This is an optimization exercise on Yosys and OpenROAD, whose aim is small area and few clock cycles, not a production implementation.
The RTL of this run was laid out without a check of its function.
Power figures rest on the tool's default switching activity, not on a simulated workload.

### flow/design.v
module cpu (
    input         clk,
    input         reset,
    output [31:0] iaddr,
    input  [31:0] idata,
    output [31:0] daddr,
    input  [31:0] drdata,
    output [31:0] dwdata,
    output [3:0]  dwe
);
    reg  [31:2] pc;
    wire [31:0] ins = idata;
    wire [4:0]  opc = ins[6:2];
    wire [2:0]  f3  = ins[14:12];
    wire o_jmp   =  opc[4] &  opc[0];               
    wire o_jal   =  opc[4] &  opc[1];
    wire o_br    =  opc[4] & ~opc[0];
    wire o_ls    = ~opc[4] & ~opc[2];               
    wire o_st    =  o_ls   &  opc[3];
    wire o_u     = ~opc[4] &  opc[2] &  opc[0];     
    wire o_auipc =  o_u    & ~opc[3];
    wire o_alu   = ~opc[4] &  opc[2] & ~opc[0];     
    wire o_op    =  o_alu  &  opc[3];
    wire        s31 = ins[31];
    wire [31:0] imm_i = {{21{s31}}, ins[30:20]};
    wire [31:0] imm_s = {{21{s31}}, ins[30:25], ins[11:7]};
    wire [31:0] imm_u = {ins[31:12], 12'd0};
    wire [31:0] imm_j = {{12{s31}}, ins[19:12], ins[20], ins[30:21], 1'b0};
    wire [31:0] imm = o_u ? imm_u : o_jal ? imm_j : o_st ? imm_s : imm_i;
    wire [31:0] rv1, rv2, wdata;
    wire        we = ~o_st & ~o_br;
    wire [31:1] ws, s1, s2;
    rf_dec dw (.a(ins[11:7]),  .en(we),              .y(ws));
    rf_dec d1 (.a(ins[19:15]), .en(~(o_u | o_jal)), .y(s1));
    rf_dec d2 (.a(ins[24:20]), .en(1'b1),            .y(s2));
    wire        pc_sel = o_auipc | o_jal;    
    wire [31:0] q [1:31];
    genvar i;
    generate
        for (i = 1; i < 32; i = i + 1) begin : r
            reg  [31:0] x;
            wire [31:0] d;
            rf_wr w (.s(ws[i]), .ns(~ws[i]), .w(wdata), .q(x), .d(d));
            always @(posedge clk) x <= d;
            assign q[i] = x;
        end
    endgenerate
    wire [31:0] g1 [0:10];
    wire [31:0] g2 [0:10];
    generate
        for (i = 0; i < 10; i = i + 1) begin : rd
            rf_rd3 a (.sa(s1[3*i+1]), .sb(s1[3*i+2]), .sc(s1[3*i+3]),
                      .qa(q[3*i+1]), .qb(q[3*i+2]), .qc(q[3*i+3]), .y(g1[i]));
            rf_rd3 b (.sa(s2[3*i+1]), .sb(s2[3*i+2]), .sc(s2[3*i+3]),
                      .qa(q[3*i+1]), .qb(q[3*i+2]), .qc(q[3*i+3]), .y(g2[i]));
        end
    endgenerate
    rf_rd2 a10 (.sa(s1[31]), .sb(pc_sel), .qa(q[31]), .qb({pc, 2'b00}), .y(g1[10]));
    rf_rd1 b10 (.sa(s2[31]), .qa(q[31]), .y(g2[10]));
    rf_or11 o1 (.g0(g1[0]), .g1(g1[1]), .g2(g1[2]), .g3(g1[3]), .g4(g1[4]), .g5(g1[5]),
                .g6(g1[6]), .g7(g1[7]), .g8(g1[8]), .g9(g1[9]), .g10(g1[10]), .y(rv1));
    rf_or11 o2 (.g0(g2[0]), .g1(g2[1]), .g2(g2[2]), .g3(g2[3]), .g4(g2[4]), .g5(g2[5]),
                .g6(g2[6]), .g7(g2[7]), .g8(g2[8]), .g9(g2[9]), .g10(g2[10]), .y(rv2));
    wire [31:0] opb = (o_op | o_br) ? rv2 : imm;
    wire        sub = o_br | (o_alu & ~f3[2] & f3[1]) | (o_op & ins[30] & f3 == 3'd0);
    wire [31:0] sum, ares;
    wire        eq, lt_s, lt_u;
    alu32 alu (
        .a(rv1), .b(opb), .sub(sub), .sra(ins[30]), .f3(f3),
        .sum(sum), .res(ares), .eq(eq), .lt_s(lt_s), .lt_u(lt_u)
    );
    wire [15:0] h    = sum[1] ? drdata[31:16] : drdata[15:0];
    wire [7:0]  lo8  = sum[0] ? h[15:8] : h[7:0];
    wire        ext  = ~f3[2] & (f3[0] ? h[15] : lo8[7]);
    wire [31:0] ldat = {f3[1] ? drdata[31:16] : {16{ext}},
                        (f3[1] | f3[0]) ? h[15:8] : {8{ext}},
                        lo8};
    wire [31:2] link = pc + 30'd1;
    wire [31:2] btgt = pc + {{20{s31}}, ins[7], ins[30:25], ins[11:9]};
    wire        cond = f3[2] ? (f3[1] ? lt_u : lt_s) : eq;
    wire        taken = o_br & (cond ^ f3[0]);
    always @(posedge clk) begin
        if (reset)
            pc <= 30'd0;
        else if (o_jmp)
            pc <= sum[31:2];
        else if (taken)
            pc <= btgt;
        else
            pc <= link;
    end
    assign wdata = o_ls  ? ldat :
                   o_jmp ? {link, 2'b00} :
                   o_u ? sum : ares;
    assign iaddr  = {pc, 2'b00};
    assign daddr  = sum;
    assign dwdata = {f3[1] ? rv2[31:24] : f3[0] ? rv2[15:8] : rv2[7:0],
                     f3[1] ? rv2[23:16] : rv2[7:0],
                     (f3[1] | f3[0]) ? rv2[15:8] : rv2[7:0],
                     rv2[7:0]};
    wire st = o_st & ~reset;
    assign dwe = {st & (f3[1] | (sum[1] & (f3[0] | sum[0]))),
                  st & (f3[1] | (sum[1] & (f3[0] | ~sum[0]))),
                  st & (f3[1] | (~sum[1] & (f3[0] | sum[0]))),
                  st & (f3[1] | (~sum[1] & (f3[0] | ~sum[0])))};
endmodule
module alu32(
    input      [31:0] a,
    input      [31:0] b,
    input             sub,      
    input             sra,      
    input      [2:0]  f3,
    output     [31:0] sum,
    output     [31:0] res,      
    output            eq,
    output            lt_s,
    output            lt_u
);
    wire [32:0] s33 = {1'b0, a} + {1'b0, b ^ {32{sub}}} + {32'd0, sub};
    assign sum  = s33[31:0];
    assign lt_u = ~s33[32];
    assign lt_s = (a[31] ^ b[31]) ? a[31] : s33[31];
    wire [31:0] x = a ^ b;
    assign eq = ~|x;
    wire left = ~f3[2];
    wire [31:0] ar;
    genvar i;
    generate for (i = 0; i < 32; i = i + 1) begin : rv
        assign ar[i] = a[31 - i];
    end endgenerate
    wire [31:0] sin  = left ? ar : a;
    wire        fill = sra & a[31] & ~left;
    wire [31:0] sh = $signed({fill, sin}) >>> b[4:0];
    wire [31:0] shr;
    generate for (i = 0; i < 32; i = i + 1) begin : rv2
        assign shr[i] = sh[31 - i];
    end endgenerate
    wire [31:0] shv = left ? shr : sh;
    reg [31:0] r;
    always @* begin
        case (f3)
            3'd0: r = sum;
            3'd1: r = shv;
            3'd2: r = {31'd0, lt_s};
            3'd3: r = {31'd0, lt_u};
            3'd4: r = x;
            3'd5: r = shv;
            3'd6: r = a | b;
            default: r = a & b;
        endcase
    end
    assign res = r;
endmodule
module rf_wr(
    input         s,
    input         ns,
    input  [31:0] w,
    input  [31:0] q,
    output [31:0] d
);
    assign d = ({32{s}} & w) | ({32{ns}} & q);
endmodule
module rf_rd3(
    input         sa, sb, sc,
    input  [31:0] qa, qb, qc,
    output [31:0] y
);
    assign y = ~(({32{sa}} & qa) | ({32{sb}} & qb) | ({32{sc}} & qc));
endmodule
module rf_rd2(
    input         sa, sb,
    input  [31:0] qa, qb,
    output [31:0] y
);
    assign y = ~(({32{sa}} & qa) | ({32{sb}} & qb));
endmodule
module rf_rd1(
    input         sa,
    input  [31:0] qa,
    output [31:0] y
);
    assign y = ~({32{sa}} & qa);
endmodule
module rf_or11(
    input  [31:0] g0, g1, g2, g3, g4, g5, g6, g7, g8, g9, g10,
    output [31:0] y
);
    assign y = ~(g0 & g1 & g2 & g3 & g4 & g5 & g6 & g7 & g8 & g9 & g10);
endmodule
module rf_dec(
    input  [4:0]  a,
    input         en,
    output [31:1] y
);
    genvar i;
    generate for (i = 1; i < 32; i = i + 1) begin : d
        assign y[i] = en & (a == i);
    end endgenerate
endmodule
### flow/config.mk
export PLATFORM = sky130hd
export DESIGN_NAME = cpu
export DESIGN_NICKNAME = cpu
export VERILOG_FILES = /design/flow/design.v
export SDC_FILE = /design/flow/constraint.sdc
export NUM_CORES = 4
export LEC_CHECK = 0
export CAP_MARGIN = 20
export CORE_MARGIN = 2
export CORE_UTILIZATION = 40
export SLEW_MARGIN = 20
export SYNTH_HIERARCHICAL = 1
### flow/run.sh
#!/bin/bash
# synth_recipe.tcl (not shown) runs the flow's synth.tcl, then flattens the netlist and writes it again
# the make line also repeats each setting of config.mk as NAME=value (left out here)
make -C /OpenROAD-flow-scripts/flow DESIGN_CONFIG=/design/flow/config.mk WORK_HOME=/design/flow/orfs CLKGATE_MAP_FILE= SYNTH_SCRIPT=/design/flow/synth_recipe.tcl finish
### flow/constraint.sdc
create_clock -name core_clock -period 15.0 [get_ports {clk}]
set_input_delay 3.0000 -clock core_clock [delete_from_list [all_inputs] [get_ports {clk}]]
set_output_delay 3.0000 -clock core_clock [all_outputs]
set_load 0.01 [all_outputs]
==> flow_summary.toml <==
[sta]
hold_viol = 0
fin_worst_skew_ps = 73.87
final.setup.worst_slack_ps = 717.8
tns_ps = 0
finalCritPeriodShare = 0.9521
max_freq_ghz = 0.07002
rsz0062_at_grt = "no"
relSlewSlack = 0.07502
setup_violations = 0
finalCriticalPeriod_ps = 14280
timing.final.max_slew_violations = 0
worstMarginPinSlew_ps = 1373

[die]
std_cell_rows = 134
core_area_sq_um = 133800
dieHeight_microns = 371.7
die_area_sq_um = 138100
initial_core_util = 0.4041
pin_count = 166
die_w_microns = 371.7

[setup_path]
cp.arrival_ps = 11280
critPathKind = "in2out"
end_kind = "output port"
crit_path_max_fanout = 17
start_kind = "primary input"
reg2reg_from = "r[25].x[8]"
r2r_cells = 21
required_ps = 12000
cp-startpoint = "idata[4]"

[synthesis]
yosys-top-cells-count = "1022 x dfxtp_1, 933 x a22o_1, 640 x a222oi_1"
postSynthCellCount = 5308
synth_cell_types = 98
ys_seq_elements = 1022
syn_area_per_cell_sq_um = 10.19
netlist_area_sq_um = 54070
async_flop_share = 0
synth_ff_type = "dfxtp_1"
yosys.area.top_type = "dfxtp_1"
ys_warn_count = 8
synth.most_common_cell = "dfxtp_1"
synth_area_leaders = "dfxtp_1 38%, a22o_1 15%, a222oi_1 12%"
synth_top_area_frac = 0.3784
synth_edf_count = 0
seq_area_frac_synth = 0.3784

[clock_tree]
htree_levels = 3
root_buffer = "clkbuf_16"
cts_setup_buffers = 0
cts_sinks = 1022
cts_resized = 0
cts_hold_buf = 0
cts_buffer_depth = 3
cts_buffers = 105
worstSkewPairLatency_ps = 750
cts_tree = "yes"
clkSlewWorstSetupHoldPaths_ps = 60

[power]
p_total_mw = 9.400
p_per_area_nw_per_um2 = 155.5
p_leak_nw = 23.66
max-vdd-ir-drop_mv = 0.1291

[placed_design]
dp_hpwl_microns = 187000
place_inst = 6996
place_ws_ps = 1111
placed_cell_area_sq_um = 56550
numPortBuffers = 161
gp_congestion = 1.035

[global_routing]
antenna_found_initial = 39
grt_max_degree = 64
first_global_vias = 48110
grtUsageTotal = 0.3798
grt_pass1_wl_microns = 377500
grt-ovfl-total = 0

[cells_and_area]
area_delta_synth_final_pct = 11.77
fill_cells = 12850
nets = 5533
finalNonFillerCells = 7211
fin_area_sq_um = 60440
drive_above_1_share = 0.1397

[drt]
drc = 0
firstDrtPassIters = 14
dr_total_vias = 54340
via_per_inst = 7.536
drt_wl_total_microns = 275700
postRouteAntennaNets = 0
dr.first_iter.drc_count = 13200
wire_per_inst_microns = 38.24

[run]
cap_violations = 0

[outcome]
status = "complete, no violations"

[worst_hold_path]
hold_depth = 1
worstHoldStart = "r[27].x[13]"
hp-class = "reg2reg"
[stage by stage]
stage | utilization | hold WS, ps
4_1_cts | 0.4504 | 496.8
2_1_floorplan | - | 461.3
3_5_place_dp | 0.4227 | 476.1
6_report | 0.4517 | 497.8
3_3_place_gp | 0.4226 | 473.7
5_1_grt | 0.4514 | 507.5
[cell families (layout without fill, tap and decap cells)]
family / Yosys count / in the layout / share of synthesized area
simple gates: 1038 / 1038 / 0.09369
flops: 1022 / 1022 / 0.3784
mux: 127 / 127 / 0.03339
xor+xnor: 114 / 114 / 0.01860
compound gates: 2247 / 2247 / 0.3560
buf+inv: 631 / 737 / 0.09011
fa+ha+maj: 127 / 127 / 0.02966
other cells: 2 / 31 / 0.0001389
[modules after synthesis (local to each module, per instance)]
module	cell area, sq um	flops+latches
rf_or11	760.7	0
rf_dec	230.2	0
rf_wr	350.3	0
cpu	25730	1022
rf_rd2	289.0	0
rf_rd3	402.9	0
alu32	6764	0
rf_rd1	153.9	0
[metal layers]
layer / track usage / up-vias / wire length, microns
li1: - / 22030 / -
met1: 0.5193 / 26680 / 107300
met2: 0.5138 / 4774 / 107900
met3: 0.1390 / 822 / 43100
met4: 0.2006 / 30 / 17290
met5: 0 / - / 207
[registers in the layout, summed over array words and instances, names as in the netlist]
name  cells
pc       30
r.x     992
[power breakdown]
| part | switching (mW) | leakage (nW) | internal [mW] | total [mW] |
|---|---|---|---|---|
| Sequential | 0.569 | 8.45 | 3.39 | 3.95 |
| Combinational | 1.57 | 13.4 | 1.02 | 2.59 |
| Clock | 1.20 | 1.81 | 1.65 | 2.85 |
| Total | 3.34 | 23.7 | 6.06 | 9.40 |
[critical path, cell delays in order]
cell and delay [ps]:
clkdlybuf4s50_1 460, buf_4 210, nand2_1 200, or2_2 440
nand2_1 480, inv_1 360, nand4b_1 490, nor2_4 260
buf_4 350, a222oi_1 400, nand4_1 440, or3_1 680
ha_1 460, nand4_1 180, nor2_1 400, nand3_1 130
nor3_1 320, buf_4 190, a21oi_1 140, o31ai_1 290
nand2_1 100, xnor2_1 580, clkdlybuf4s50_1 670
[final timing paths]
check / slack [ps] / endpoint
worst min-delay path: 500 / r[27].x[13]
worst min register to register: 500 / r[27].x[13]
worst max register to register: 7610 / r[3].x[24]
worst max-delay path: 720 / daddr[29]
[placed cells by master, fill, tap and decap left out, drive strengths merged, types with 38 or more instances in the layout]
cell,Yosys,final
clkbuf,97,150
o21ai,118,118
dfxtp,1022,1022
or3,69,69
mux2i,58,58
mux4,38,38
a21oi,185,185
nor2,272,272
clkdlybuf4s50,0,158
nand2,300,300
a222oi,640,640
nand3,105,105
xor2,72,72
a22o,996,996
inv,115,116
a22oi,59,59
ha,125,125
xnor2,42,42
nand4,154,154
buf,417,270
[final cells by class]
cell class,count,area (sq um),share of cell area
Antenna cell,19,47.55,0.0007867
Clock buffer,149,3064,0.05070
Clock inverter,42,649.4,0.01074
Inverter,117,439.2,0.007267
Multi-Input combinational cell,3665,29870,0.4943
Sequential cell,1022,20460,0.3385
Tap cell,1768,2212,0.03660
Timing Repair Buffer,429,3694,0.06111

-- port drivers added, routing unchanged --
Ports are ideal in the flow. The routed layout listed here was re-timed in OpenROAD.
Step 1 assumes that a clkbuf_16 drives the clock port and a buf_2 every other input.
Step 2 moves the port delays by t, midway between the first and last clock arrival at a register: inputs arrive t later, outputs are due t later. That takes back most of the time a late clock gives input paths.
Slacks: ideal / step 1 / step 2; pairs: ideal / step 1.
shift t [ns]: 0.800
setup WS [ns]: 0.718 / 0.676 / 0.676
clock arrival spread, ns: 0.074 / 0.074
After both steps setup and hold are still met in this run. For this run, drivers alone change the setup slack by -0.042 ns; drivers and shift together by -0.042 ns.
